This is an optimization exercise on Yosys and OpenROAD, whose aim is small area, a short achievable clock period and few clock cycles, not a production implementation. The RTL was checked by simulation tests, not by an equivalence proof against the original design.

--- design/flow/constraint.sdc ---
create_clock -name core_clock -period 8.0 [get_ports {clock}]
set_input_delay 1.6000 -clock core_clock [delete_from_list [all_inputs] [get_ports {clock}]]
set_output_delay 1.6000 -clock core_clock [all_outputs]
set_load 0.01 [all_outputs]
--- design/flow/run.sh ---
#!/bin/bash
# synth_recipe.tcl (not shown) runs the flow's synth.tcl, then flattens the netlist and writes it again
# the make line also repeats each setting of config.mk as NAME=value (left out here)
make -C /OpenROAD-flow-scripts/flow DESIGN_CONFIG=/design/flow/config.mk WORK_HOME=/design/flow/orfs CLKGATE_MAP_FILE= SYNTH_SCRIPT=/design/flow/synth_recipe.tcl finish
--- design/flow/config.mk ---
export PLATFORM = sky130hd
export DESIGN_NAME = Viterbi
export DESIGN_NICKNAME = Viterbi
export VERILOG_FILES = /design/flow/design.v
export SDC_FILE = /design/flow/constraint.sdc
export NUM_CORES = 4
export LEC_CHECK = 0
export CAP_MARGIN = 20
export CORE_MARGIN = 2
export CORE_UTILIZATION = 40
export SLEW_MARGIN = 20
--- design/flow/design.v ---
`timescale 1ns / 1ps
module BMU( HD1, HD2, HD3, HD4, HD5, HD6, HD7, HD8, HD9, HD10, HD11, HD12, HD13, HD14, HD15, HD16, Rx, len, clock, reset
    );
output  [1:0] HD1;
output  [1:0] HD2;
output  [1:0] HD3;
output  [1:0] HD4;
output  [1:0] HD5;
output  [1:0] HD6;
output  [1:0] HD7;
output  [1:0] HD8;
output  [1:0] HD9;
output  [1:0] HD10;
output  [1:0] HD11;
output  [1:0] HD12;
output  [1:0] HD13;
output  [1:0] HD14;
output  [1:0] HD15;
output  [1:0] HD16;
input [1:0] Rx;
input len;
input reset;
input clock;
   reg [1:0] 	 HD1;
   reg [1:0] 	 HD2;
   reg [1:0] 	 HD3;
   reg [1:0] 	 HD4;
   reg [1:0] 	 HD5;
   reg [1:0] 	 HD6;
   reg [1:0] 	 HD7;
   reg [1:0] 	 HD8;
   reg [1:0] 	 HD9;
   reg [1:0] 	 HD10;
   reg [1:0] 	 HD11;
   reg [1:0] 	 HD12;
   reg [1:0] 	 HD13;
   reg [1:0] 	 HD14;
   reg [1:0] 	 HD15;
   reg [1:0] 	 HD16; 
always@(posedge clock or posedge reset)
begin
if(reset)
begin
HD1<=0; HD9<=0;
HD2<=0; HD10<=0;
HD3<=0; HD11<=0;
HD4<=0; HD12<=0;
HD5<=0; HD13<=0;
HD6<=0; HD14<=0;
HD7<=0; HD15<=0;
HD8<=0; HD16<=0;
end
else if(len)
begin
case(Rx)
					2'b00: begin
                         HD1 <=2'b00; HD2 <=2'b10; HD3 <=2'b01; HD4 <=2'b01;
                         HD5 <=2'b10; HD6 <=2'b00; HD7 <=2'b01; HD8 <=2'b01;
                         HD9 <=2'b10; HD10<=2'b00; HD11<=2'b01; HD12<=2'b01;
                         HD13<=2'b00; HD14<=2'b10; HD15<=2'b01; HD16<=2'b01;
                      end
               2'b01: begin
                         HD1 <=2'b01; HD2 <=2'b01; HD3 <=2'b00; HD4 <=2'b10;
                         HD5 <=2'b01; HD6 <=2'b01; HD7 <=2'b10; HD8 <=2'b00;
                         HD9 <=2'b01; HD10<=2'b01; HD11<=2'b10; HD12<=2'b00;
                         HD13<=2'b01; HD14<=2'b01; HD15<=2'b00; HD16<=2'b10;
                      end
               2'b10: begin
                         HD1 <=2'b01; HD2 <=2'b01; HD3 <=2'b10; HD4 <=2'b00;
                         HD5 <=2'b01; HD6 <=2'b01; HD7 <=2'b00; HD8 <=2'b10;
                         HD9 <=2'b01; HD10<=2'b01; HD11<=2'b00; HD12<=2'b10;
                         HD13<=2'b01; HD14<=2'b01; HD15<=2'b10; HD16<=2'b00;
                      end
               2'b11: begin
                         HD1 <=2'b10; HD2 <=2'b00; HD3 <=2'b01; HD4 <=2'b01;
                         HD5 <=2'b00; HD6 <=2'b10; HD7 <=2'b01; HD8 <=2'b01;
                         HD9 <=2'b00; HD10<=2'b10; HD11<=2'b01; HD12<=2'b01;
                         HD13<=2'b10; HD14<=2'b00; HD15<=2'b01; HD16<=2'b01;
                      end
          endcase 
end
end
endmodule
`timescale 1ns / 1ps
module Add_Compare(acs_pm_survivor, acs_label, acs_pm_ina, HD_ina, acs_pm_inb, HD_inb, norm, aen, clock, reset
    );
output [3:0] acs_pm_survivor;
output acs_label;
input [3:0] acs_pm_ina;
input [3:0] acs_pm_inb;
input [1:0] HD_ina;
input [1:0] HD_inb;
input [3:0] norm;
input aen;
input clock;
input reset;
reg [3:0] acs_pm_survivor;
reg  acs_label; 
reg [3:0] suma;
reg [3:0] sumb;
wire [4:0] adda = (acs_pm_ina - norm) + HD_ina;
wire [4:0] addb = (acs_pm_inb - norm) + HD_inb;
always@(posedge clock or posedge reset)
begin
if(reset)
suma<=0;
else
begin
if(aen && adda[4])
suma<=4'b1111;
else if(aen)
suma<=adda[3:0];
end
end
always@(posedge clock or posedge reset)
begin
if(reset)
sumb<=0;
else if(aen && addb[4])
sumb<=4'b1111;
else if(aen)
sumb<=addb[3:0];
end
always@(suma or sumb)
begin
if(suma<=sumb)
begin
acs_pm_survivor=suma;
acs_label=1'b0;
end
else
begin
acs_pm_survivor=sumb;
acs_label=1'b1;
end
end
endmodule
`timescale 1ns / 1ps
module ACSU(acs0_pm_out, acs1_pm_out, acs2_pm_out, acs3_pm_out, 
                 acs4_pm_out, acs5_pm_out, acs6_pm_out, acs7_pm_out,
                 acs0_label,  acs1_label,  acs2_label,  acs3_label, 
                 acs4_label,  acs5_label,  acs6_label,  acs7_label,
                 acs0_pm_ina,  acs0_pm_inb, HD0_ina, HD0_inb,
                 acs1_pm_ina,  acs1_pm_inb, HD1_ina, HD1_inb,
                 acs2_pm_ina,  acs2_pm_inb, HD2_ina, HD2_inb,
                 acs3_pm_ina,  acs3_pm_inb, HD3_ina, HD3_inb,
                 acs4_pm_ina,  acs4_pm_inb, HD4_ina, HD4_inb,
                 acs5_pm_ina,  acs5_pm_inb, HD5_ina, HD5_inb,
                 acs6_pm_ina,  acs6_pm_inb, HD6_ina, HD6_inb,
                 acs7_pm_ina,  acs7_pm_inb, HD7_ina, HD7_inb,
                 norm, aen, clock, reset
                );
   output [3:0] acs0_pm_out;
   output [3:0] acs1_pm_out;
   output [3:0] acs2_pm_out;
   output [3:0] acs3_pm_out;
   output [3:0] acs4_pm_out;
   output [3:0] acs5_pm_out;
   output [3:0] acs6_pm_out;
   output [3:0] acs7_pm_out;
   output  acs0_label;
   output  acs1_label;
   output  acs2_label;
   output  acs3_label;
   output  acs4_label;
   output  acs5_label;
   output  acs6_label;
   output  acs7_label;
   input [3:0]  acs0_pm_ina;
   input [3:0]  acs1_pm_ina;
   input [3:0]  acs2_pm_ina;
   input [3:0]  acs3_pm_ina;
   input [3:0]  acs4_pm_ina;
   input [3:0]  acs5_pm_ina;
   input [3:0]  acs6_pm_ina;
   input [3:0]  acs7_pm_ina;
   input [3:0]  acs0_pm_inb;
   input [3:0]  acs1_pm_inb;
   input [3:0]  acs2_pm_inb;
   input [3:0]  acs3_pm_inb;
   input [3:0]  acs4_pm_inb;
   input [3:0]  acs5_pm_inb;
   input [3:0]  acs6_pm_inb;
   input [3:0]  acs7_pm_inb;
   input [1:0] 	   HD0_ina;
   input [1:0] 	   HD1_ina;
   input [1:0] 	   HD2_ina;
   input [1:0] 	   HD3_ina;
   input [1:0] 	   HD4_ina;
   input [1:0] 	   HD5_ina;
   input [1:0] 	   HD6_ina;
   input [1:0] 	   HD7_ina;
   input [1:0] 	   HD0_inb;
   input [1:0] 	   HD1_inb;
   input [1:0] 	   HD2_inb;
   input [1:0] 	   HD3_inb;
   input [1:0] 	   HD4_inb;
   input [1:0] 	   HD5_inb;
   input [1:0] 	   HD6_inb;
   input [1:0] 	   HD7_inb;   
   input [3:0] norm;
   input aen;
   input clock;
   input reset;
Add_Compare DUT0 (.acs_pm_survivor(acs0_pm_out), 
               .acs_label(acs0_label),
               .acs_pm_ina(acs0_pm_ina), 
               .HD_ina(HD0_ina), 
               .acs_pm_inb(acs0_pm_inb), 
               .HD_inb(HD0_inb),
               .norm(norm),
               .aen(aen),
               .clock(clock),
               .reset(reset)
              );
Add_Compare DUT1 (.acs_pm_survivor(acs1_pm_out),
               .acs_label(acs1_label), 
               .acs_pm_ina(acs1_pm_ina), 
               .HD_ina(HD1_ina), 
               .acs_pm_inb(acs1_pm_inb), 
               .HD_inb(HD1_inb),
               .norm(norm),
               .aen(aen),
               .clock(clock),
               .reset(reset)
              );
Add_Compare DUT2 (.acs_pm_survivor(acs2_pm_out), 
               .acs_label(acs2_label),
               .acs_pm_ina(acs2_pm_ina), 
               .HD_ina(HD2_ina),
               .acs_pm_inb(acs2_pm_inb), 
               .HD_inb(HD2_inb),
               .norm(norm),
               .aen(aen),
               .clock(clock),
               .reset(reset)
              );
Add_Compare DUT3 (.acs_pm_survivor(acs3_pm_out), 
               .acs_label(acs3_label),
               .acs_pm_ina(acs3_pm_ina), 
               .HD_ina(HD3_ina),
               .acs_pm_inb(acs3_pm_inb), 
               .HD_inb(HD3_inb),
               .norm(norm),
               .aen(aen),
               .clock(clock),
               .reset(reset)
              );
Add_Compare DUT4 (.acs_pm_survivor(acs4_pm_out), 
               .acs_label(acs4_label),
               .acs_pm_ina(acs4_pm_ina), 
               .HD_ina(HD4_ina),
               .acs_pm_inb(acs4_pm_inb), 
               .HD_inb(HD4_inb),
               .norm(norm),
               .aen(aen),
               .clock(clock),
               .reset(reset)
              );
Add_Compare DUT5 (.acs_pm_survivor(acs5_pm_out), 
               .acs_label(acs5_label),
               .acs_pm_ina(acs5_pm_ina), 
               .HD_ina(HD5_ina),
               .acs_pm_inb(acs5_pm_inb), 
               .HD_inb(HD5_inb),               
               .norm(norm),
               .aen(aen),
               .clock(clock),
               .reset(reset)
               );
Add_Compare DUT6 (.acs_pm_survivor(acs6_pm_out), 
               .acs_label(acs6_label),
               .acs_pm_ina(acs6_pm_ina), 
               .HD_ina(HD6_ina),
               .acs_pm_inb(acs6_pm_inb), 
               .HD_inb(HD6_inb),
               .norm(norm),
               .aen(aen),
               .clock(clock),
               .reset(reset)
              );
Add_Compare DUT7 (.acs_pm_survivor(acs7_pm_out), 
               .acs_label(acs7_label),
               .acs_pm_ina(acs7_pm_ina), 
               .HD_ina(HD7_ina),
               .acs_pm_inb(acs7_pm_inb), 
               .HD_inb(HD7_inb),
               .norm(norm),
               .aen(aen),
               .clock(clock),
               .reset(reset)
              );
endmodule 
`timescale 1ns / 1ps
module Decision( bstate, flag_metric, in0, in1, in2, in3, in4 ,in5, in6, in7);
output [2:0] bstate;
output [3:0] flag_metric;
input [3:0] in0;
input [3:0] in1;
input [3:0] in2;
input [3:0] in3;
input [3:0] in4;
input [3:0] in5;
input [3:0] in6;
input [3:0] in7;
reg [2:0] bstate;
reg [3:0] min01;
reg [3:0] min23;
reg [3:0] min45;
reg [3:0] min67;
reg [3:0] min0123;
reg [3:0] min4567;
reg [3:0] flag_metric; 
always@(*)
begin
if(in0<=in1)
min01=in0;
else
min01=in1;
if(in2<=in3)
min23=in2;
else
min23=in3;
if(in4<=in5)
min45=in4;
else
min45=in5;
if(in6<=in7)
min67=in6;
else
min67=in7;
if(min01<=min23)
min0123=min01;
else
min0123=min23;
if(min45<=min67)
min4567=min45;
else
min4567=min67;
if(min0123<=min4567)
flag_metric=min0123;
else
flag_metric=min4567;
end
always@(*)
begin
bstate=3'b000;
if(flag_metric==in0)
bstate=3'b000;
if(flag_metric==in1)
bstate=3'b001;
if(flag_metric==in2)
bstate=3'b010;
if(flag_metric==in3)
bstate=3'b011;
if(flag_metric==in4)
bstate=3'b100;
if(flag_metric==in5)
bstate=3'b101;
if(flag_metric==in6)
bstate=3'b110;
if(flag_metric==in7)
bstate=3'b111;
end
endmodule
module controlpath (Dx,  oen,  len, aen, 
                     A0_out, A1_out, A2_out, A3_out, A4_out, A5_out, A6_out, A7_out,
                     A0_in,  A1_in,  A2_in,  A3_in,  A4_in,  A5_in,  A6_in,  A7_in,
                     acs0_label,  acs1_label,  acs2_label,  acs3_label,  acs4_label,  acs5_label,  acs6_label,  acs7_label,
                     min_metric, seqrdy, reset, clock 
                    );
   output  Dx;
   output [3:0] min_metric;
   output           oen;
   output           len;
   output          aen;
   output [3:0] A0_out;
   output [3:0] A1_out;
   output [3:0] A2_out;
   output [3:0] A3_out;
   output [3:0] A4_out;
   output [3:0] A5_out;
   output [3:0] A6_out;
   output [3:0] A7_out;
   input [3:0] A0_in;
   input [3:0] A1_in;
   input [3:0] A2_in;
   input [3:0] A3_in;
   input [3:0] A4_in;
   input [3:0] A5_in;
   input [3:0] A6_in;
   input [3:0] A7_in;
   input   acs0_label;
   input   acs1_label;
   input   acs2_label;
   input   acs3_label;
   input   acs4_label;
   input   acs5_label;
   input   acs6_label;
   input   acs7_label;
   input 	  seqrdy;
   input 	  reset;
   input 	  clock;
   reg [14:0]   P0;
   reg [14:0]   P1;
   reg [14:0]   P2;
   reg [14:0]   P3;
   reg [14:0]   P4;
   reg [14:0]   P5;
   reg [14:0]   P6;
   reg [14:0]   P7;
   reg [3:0]   A0;
   reg [3:0]   A1;
   reg [3:0]   A2;
   reg [3:0]   A3;
   reg [3:0]   A4;
   reg [3:0]   A5;
   reg [3:0]   A6;
   reg [3:0]   A7;
   reg [3:0] 	  write_ptr;
   reg [3:0] 	  trace_ptr;
   reg [2:0] 	  tb_reg;
   reg 		   len;
   reg 		  aen;
   reg 		  wen;
   reg 		  ten;
   reg 		   oen;
   parameter [6:0] 
                   RESET           =7'b0000001,
                   calc_HD         =7'b0000010,
                   add_HD          =7'b0000100,
                   write_state     =7'b0001000,
                   beststate       =7'b0010000,
                   traceback       =7'b0100000,
						 output_DX       =7'b1000000;
   reg [6:0] next_state;
   wire [2:0] min_state;
   Decision UUT_TB (.bstate(min_state), .flag_metric(min_metric),
                         .in0(A0_out), .in1(A1_out), .in2(A2_out), .in3(A3_out), 
                         .in4(A4_out), .in5(A5_out), .in6(A6_out), .in7(A7_out));
   assign Dx = ( oen) ? tb_reg[0] : 1'b0;
   assign A0_out = (write_ptr>0) ? A0_in:A0;
   assign A1_out = (write_ptr>0) ? A1_in:A1;
   assign A2_out = (write_ptr>0) ? A2_in:A2;
   assign A3_out = (write_ptr>0) ? A3_in:A3;
   assign A4_out = (write_ptr>0) ? A4_in:A4;
   assign A5_out = (write_ptr>0) ? A5_in:A5;
   assign A6_out = (write_ptr>0) ? A6_in:A6;
   assign A7_out = (write_ptr>0) ? A7_in:A7;
   always @(posedge clock or posedge reset)
     begin
	if (reset)
	  begin
	     P0 <=0; P1 <=0; P2 <=0; P3 <=0; P4 <=0; P5 <=0; P6 <=0; P7 <=0;
	  end
	else
	  begin
             if (wen && write_ptr>0)
               begin
                  P0   <={acs0_label, P0[14:1]};									 
                  P1   <={acs1_label, P1[14:1]};									 
                  P2   <={acs2_label, P2[14:1]};
                  P3   <={acs3_label, P3[14:1]};
                  P4   <={acs4_label, P4[14:1]};
                  P5   <={acs5_label, P5[14:1]};
                  P6   <={acs6_label, P6[14:1]};
                  P7   <={acs7_label, P7[14:1]};		  
               end	  
      end
	  end
   always @(posedge clock or posedge reset)
     begin
	if (reset)
	  begin
	     A0 <=0;       A1 <=4'b1111; A2 <=4'b1111; A3 <=4'b1111; 
             A4 <=4'b1111; A5 <=4'b1111; A6 <=4'b1111; A7 <=4'b1111;
	  end
	else
	  begin
             if (wen)
               begin
                  A0 <=A0_in; A1 <=A1_in; A2 <=A2_in; A3 <=A3_in; 
                  A4 <=A4_in; A5 <=A5_in; A6 <=A6_in; A7 <=A7_in;
               end
	  end
     end
   always @(posedge clock or posedge reset)
     begin
	if (reset)
	  tb_reg <=0;
	else
	  begin
	     if (next_state==write_state)
	        tb_reg <=min_state;
	     else if (ten)
               begin
                  case (tb_reg)
                    3'b000 : tb_reg <={P0[trace_ptr],tb_reg[2:1]};
                    3'b001 : tb_reg <={P1[trace_ptr],tb_reg[2:1]};
                    3'b010 : tb_reg <={P2[trace_ptr],tb_reg[2:1]};
                    3'b011 : tb_reg <={P3[trace_ptr],tb_reg[2:1]};
                    3'b100 : tb_reg <={P4[trace_ptr],tb_reg[2:1]};
                    3'b101 : tb_reg <={P5[trace_ptr],tb_reg[2:1]};
                    3'b110 : tb_reg <={P6[trace_ptr],tb_reg[2:1]};
                    3'b111 : tb_reg <={P7[trace_ptr],tb_reg[2:1]};
                  endcase
	       end
	  end
     end
   always @ (posedge clock or posedge reset)
     begin
        if (reset)
          begin
              len <=0; aen <=0; wen <=0; ten <=0;  oen <=0;
	     write_ptr    <=0;
	     trace_ptr    <=0;
             next_state   <= RESET;
          end
        else
          begin
             case(next_state)
               RESET:      begin
		             if (seqrdy)
			       begin
                                   len <=0; aen <=0; wen <=0; ten <=0;  oen <=0;
                                  next_state <=calc_HD;
			       end
		             else
			       next_state <=RESET;
                           end  
               calc_HD:    begin
                               len <=1; aen <=0; wen <=0; ten <=0;  oen <=0;
                              next_state   <= add_HD;
                           end 
               add_HD:        begin
                             if (seqrdy)
                               begin
                               len <=0; aen <=1; wen <=0; ten <=0;  oen <=0;
                              next_state   <= write_state;
                               end
                             else
                              next_state   <= add_HD;
                           end 
               write_state: begin
                                 if (write_ptr < 14)
                                   begin
                                       len <=0; aen <=0; wen <=1; ten <=0;  oen <=0;
				      write_ptr <=write_ptr+1;
                                      next_state   <= calc_HD;
                                   end
                                else if (write_ptr == 14)
                                   begin
				       len <=0; aen <=0; wen <=1; ten <=0;  oen <=0;
				      write_ptr <=write_ptr+1;
                                      next_state   <= beststate;
			           end
                              end  
               beststate:    begin
                                  len <=0; aen <=0; wen <=0; ten <=0;  oen <=0;
		                 ;
		                 write_ptr    <=14;
		  		 trace_ptr    <=14;
                                 next_state   <= traceback;
                              end 
               traceback:     begin
                                 if (trace_ptr >1)
                                   begin
                                       len <=0; aen <=0; wen <=0; ten <=1;  oen <=0;
		                      trace_ptr    <=trace_ptr-1; 
                                      next_state   <= traceback;
                                   end	    
                                 else if (trace_ptr == 1) 
                                   begin
                                       len <=0; aen <=0; wen <=0; ten <=0;  oen <=0;
                                      next_state   <= output_DX;
	                           end
                              end 
               output_DX:     begin
                                       len <=0; aen <=0; wen <=0; ten <=0;  oen <=1;
                                      next_state   <= calc_HD;
                end 
	    endcase 
	 end 
   end 
endmodule
`timescale 1ns / 1ps
module Viterbi(Dx, Rx, oen, rxrdy, clock, seqrdy,reset
    );
output Dx;
output oen;
output rxrdy;
input [1:0] Rx;
input seqrdy;
input reset;
input clock;
wire[3:0] A0_out;
wire[3:0] A1_out;
wire[3:0] A2_out;
wire[3:0] A3_out;
wire[3:0] A4_out;
wire[3:0] A5_out;
wire[3:0] A6_out;
wire[3:0] A7_out;
 wire [3:0] acs0_pm_out;
 wire [3:0] acs1_pm_out;
 wire [3:0] acs2_pm_out;
 wire [3:0] acs3_pm_out;
 wire [3:0] acs4_pm_out;
 wire [3:0] acs5_pm_out;   
 wire [3:0] acs6_pm_out;   
 wire [3:0] acs7_pm_out;
wire acs0_label;
wire acs1_label;
wire acs2_label;
wire acs3_label;
wire acs4_label;
wire acs5_label;
wire acs6_label;
wire acs7_label;
wire len;
wire aen;
wire [3:0] min_metric;
assign rxrdy = len;
wire [1:0] HD1;	wire [1:0] HD9;
wire [1:0] HD2;	wire [1:0] HD10;
wire [1:0] HD3;   wire [1:0] HD11;
wire [1:0] HD4;	wire [1:0] HD12;
wire [1:0] HD5;	wire [1:0] HD13;
wire [1:0] HD6;	wire [1:0] HD14;
wire [1:0] HD7;	wire [1:0] HD15;
wire [1:0] HD8;	wire [1:0] HD16;
BMU U1(.HD1(HD1), .HD2(HD2), .HD3(HD3), .HD4(HD4), .HD5(HD5), .HD6(HD6), .HD7(HD7), .HD8(HD8), .HD9(HD9), .HD10(HD10), .HD11(HD11), .HD12(HD12), .HD13(HD13), .HD14(HD14), .HD15(HD15), .HD16(HD16), .Rx(Rx), .len(len & seqrdy), .clock(clock), .reset(reset)
);
ACSU U2(.acs0_pm_out(acs0_pm_out), .acs1_pm_out(acs1_pm_out), 
              .acs2_pm_out(acs2_pm_out), .acs3_pm_out(acs3_pm_out), 
              .acs4_pm_out(acs4_pm_out), .acs5_pm_out(acs5_pm_out), 
              .acs6_pm_out(acs6_pm_out), .acs7_pm_out(acs7_pm_out),
              .acs0_label(acs0_label),   .acs1_label(acs1_label), 
              .acs2_label(acs2_label),   .acs3_label(acs3_label), 
              .acs4_label(acs4_label),   .acs5_label(acs5_label), 
              .acs6_label(acs6_label),   .acs7_label(acs7_label),
              .acs0_pm_ina(A0_out),  .acs0_pm_inb(A4_out), .HD0_ina(HD1), .HD0_inb(HD9),
              .acs1_pm_ina(A0_out),  .acs1_pm_inb(A4_out), .HD1_ina(HD2), .HD1_inb(HD10),
              .acs2_pm_ina(A1_out),  .acs2_pm_inb(A5_out), .HD2_ina(HD3), .HD2_inb(HD11),
              .acs3_pm_ina(A1_out),  .acs3_pm_inb(A5_out), .HD3_ina(HD4), .HD3_inb(HD12),
              .acs4_pm_ina(A2_out),  .acs4_pm_inb(A6_out), .HD4_ina(HD5), .HD4_inb(HD13),
              .acs5_pm_ina(A2_out),  .acs5_pm_inb(A6_out), .HD5_ina(HD6), .HD5_inb(HD14),
              .acs6_pm_ina(A3_out),  .acs6_pm_inb(A7_out), .HD6_ina(HD7), .HD6_inb(HD15),
              .acs7_pm_ina(A3_out),  .acs7_pm_inb(A7_out), .HD7_ina(HD8), .HD7_inb(HD16),
	      .norm(min_metric), .aen(aen), .reset(reset), .clock(clock)
              );
				 controlpath U3(.Dx(Dx), .oen(oen), .len(len), .aen(aen), 
                 .A0_out(A0_out), .A1_out(A1_out), .A2_out(A2_out), .A3_out(A3_out), 
                 .A4_out(A4_out), .A5_out(A5_out), .A6_out(A6_out), .A7_out(A7_out),
                 .A0_in(acs0_pm_out), .A1_in(acs1_pm_out), .A2_in(acs2_pm_out), .A3_in(acs3_pm_out),  
                 .A4_in(acs4_pm_out), .A5_in(acs5_pm_out), .A6_in(acs6_pm_out), .A7_in(acs7_pm_out),
                 .acs0_label(acs0_label), .acs1_label(acs1_label), .acs2_label(acs2_label), .acs3_label(acs3_label), 
                 .acs4_label(acs4_label), .acs5_label(acs5_label), .acs6_label(acs6_label), .acs7_label(acs7_label),
                 .min_metric(min_metric), .seqrdy(seqrdy), .reset(reset), .clock(clock)
                );
endmodule
==> impl_metrics.tcl <==
set metrics [dict create \
    cts_buffers 28 \
    yosys_register_bits 245 \
    grt_overflow 0 \
    maxCapViolations 0 \
    wire_per_inst_um 18.5 \
    die_y_um 208 \
    htreeDepth 1 \
    gr-usage-all-layers_pct 19.7 \
    dp_hpwl_mm 30.9 \
    ys_types 77 \
    period_needed_ns 7.82 \
    whs_ns 0.476 \
    ys_warn_count 4 \
    setup_viol 0 \
    hp-class "reg -> reg" \
    diodes 0 \
    syn_inst 1711 \
    cp_common_cell "inv_1" \
    clk_pin_slew_ns 0.06 \
    status "no timing/DRC/antenna violations" \
    viasPerCell 5.55 \
    yosys-top-cells-area "dfrtp_1 (33%), mux2_2 (9.0%), ha_1 (8.8%)" \
    fill_cells 3736 \
    drive_gt1_share_pct 26.5 \
    grt_max_degree 127 \
    start_util_pct 40.6 \
    antenna_found_initial 0 \
    startpoint "U2.DUT4.sumb[2]" \
    root_buffer "clkbuf_16" \
    ys_seq_area_share_pct 37.2 \
    tightest_slew_ns 1.04 \
    place_worst_setup_slack_ns -0.171 \
    fin_cells 2359 \
    syn_nets 1857 \
    drtAntennaViolNets 0 \
    die_w_um 208 \
    cts_hold_repair.buffers 0 \
    crit_path_start_kind "register" \
    finClkSkew_ns 0.00820 \
    rows 74 \
    finalCritPeriodShare_pct 97.7 \
    syn_avg_cell_area_um2 9.68 \
    core-area_um2 40800 \
    synthToLayoutAreaGrowth_pct 18.7 \
    async_flop_share_pct 100 \
    worstPathMaxFanout 4 \
    utilization_pct 48.2 \
    grt_pass1_vias 13000 \
    io_buffer_count 7 \
    grt_first_pass_wirelength_mm 69.5 \
    fmax_mhz 128 \
    worst-endpoint-arrival_ns 8.24 \
    synth_top_area_cell "dfrtp_1" \
    min_from "U3.P1[12]" \
    yosys_most_used_dff "dfrtp_1" \
    critPathRequiredTime_ns 8.42 \
    critPathSlowestCell "fa_1" \
    finalWorstSetupSlack_ns 0.184 \
    synth_top_area_share_pct 32.6 \
    vias 13100 \
    gp_congestion 0.998 \
    fin_nets 1951 \
    fin_setup_tns_ns 0 \
    cts_tree "yes" \
    clkLatencyLatePin_ns 0.58 \
    clock-sinks 245 \
    synth-edff-count 0 \
    r2r_slack_ns 0.18 \
    drt-total-wl_mm 43.5 \
    cp_slowest_stage_delay_ns 0.50 \
    critPathCaptureType "register" \
    syn_area_um2 16600 \
    hold_viol 0 \
    placed_cells 2282 \
    slew_headroom_pct 30.7 \
    finalMaxSlewViolations 0 \
    drc 0 \
    critical_path_class "reg -> reg" \
    drtIter0Drc 737 \
    drtPass1Iterations 6 \
    ios 8 \
    die-area_um2 43100 \
    r2r_start "U2.DUT4.sumb[2]" \
    cts.path.max_buffers 3 \
]
==> through the flow <==
| stage | cell area [um^2] |
|---|---|
| floorplan | 16600 |
| global placement | 17900 |
| detailed placement | 17900 |
| CTS | 19000 |
| global route | 19700 |
| finish | 19700 |
==> critical path: cells and delay by family (launching register included) <==
| kind | cells | cell delay (ns) |
|---|---|---|
| adder cells (fa/ha/maj) | 8 | 2.61 |
| AO/OA/AOI/OAI | 14 | 1.71 |
| multiplexers | 4 | 1.31 |
| buffers and inverters | 8 | 0.82 |
| AND/OR/NAND/NOR | 4 | 0.63 |
| flip-flops | 1 | 0.37 |
| XOR/XNOR | 1 | 0.20 |
==> cell families (layout without fill, tap and decap cells) <==
logic type	Yosys count	after routing	share of synthesized area, %
compound gates	458	458	17.6
buf+inv	208	324	4.86
flops	245	245	37.2
simple gates	373	373	10.4
fa+ha+maj	150	150	12.3
xor+xnor	68	68	3.68
mux	209	209	13.9
==> placed cells by master (no fill, tap or decap), types with 21 or more instances in the layout <==
cell       synthesis  routed
dfstp_2           29      29
mux2i_1           72      53
ha_1             117     105
a21oi_2            2      34
a21oi_1          154     121
nand2_1           74      71
nor2_1           179     176
dfrtp_1          216     214
a31oi_1           44      44
xnor2_1           33      29
o211ai_1          23      23
buf_4              1     125
fa_1              24      21
mux2_2           133     132
clkbuf_16          0      28
inv_1            130     123
o21ai_0           94      83
nand3_1           21      21
xor2_1            34      32
==> metal layers <==
| metal | global-route usage (%) | routed length [um] |
|---|---|---|
| met1 | 26.0 | 19300 |
| met3 | 2.72 | 1620 |
| met2 | 33.8 | 21200 |
| met4 | 5.91 | 1350 |
| met5 | 0 | 0 |
==> layout make-up <==
type                            instances  area [um^2]  area share (%)
Clock buffer                           40          796            4.05
Clock inverter                         12          216            1.10
Inverter                              132          499            2.54
Multi-Input combinational cell       1258        10200            51.8
Sequential cell                       245         6170            31.4
Tap cell                              532          666            3.39
Timing Repair Buffer                  140         1130            5.77
==> Yosys cell counts, types with 21 or more instances <==
master and count:
a31oi_1 44, xor2_1 34, a21oi_1 154, fa_1 24, o211ai_1 23, mux2i_1 72, ha_1 117, o21ai_0 94
clkbuf_1 54, xnor2_1 33, mux2_2 133, nor2_1 179, nand3_1 21, nand2_1 74, inv_1 130, dfrtp_1 216
dfstp_2 29
==> final timing paths <==
path                                    to  cells after the start
max reg2reg                U2.DUT7.sumb[3]                     39
max                        U2.DUT7.sumb[3]                     39
min reg2reg                      U3.P1[12]                      2
min in group asynchronous  U2.DUT3.suma[2]                      3
max in group asynchronous        U3.P4[13]                      4
min                              U3.P1[12]                      2
==> what timing repair did <==
action	CTS	global route
setup endpoints to repair	39	67
hold endpoints to repair	0	0
buffers inserted	5	20
cloned	0	0
pin swaps	7	48
resized for setup	19	113
Testbench counts, summed over its fixed seeds: cycles 59,024.

## afterwards: timing with drivers on the ports
How much do the figures lean on ideal ports? The routed layout below was timed once more, with nothing changed but the port constraints.
Step 1, drivers: a clkbuf_16 drives clock and a buf_2 each remaining input, both assumed.
Step 2 adds t to the input delays and takes it off the output delays; t is the mean of the earliest and latest rising clock arrival at the registers after step 1. Input paths then give back, and output paths get back, about the clock's delay inside the block.
Three values: no drivers, after step 1, after step 2; two values: the first two.
t, ns: 0.631
slack for setup (ns): 0.184 / 0.184 / 0.184
cell pins on the clock port's net: 1
After both steps setup and hold are still met in this run. For this run, drivers alone change the setup slack by 0.000 ns; drivers and shift together by 0.000 ns.
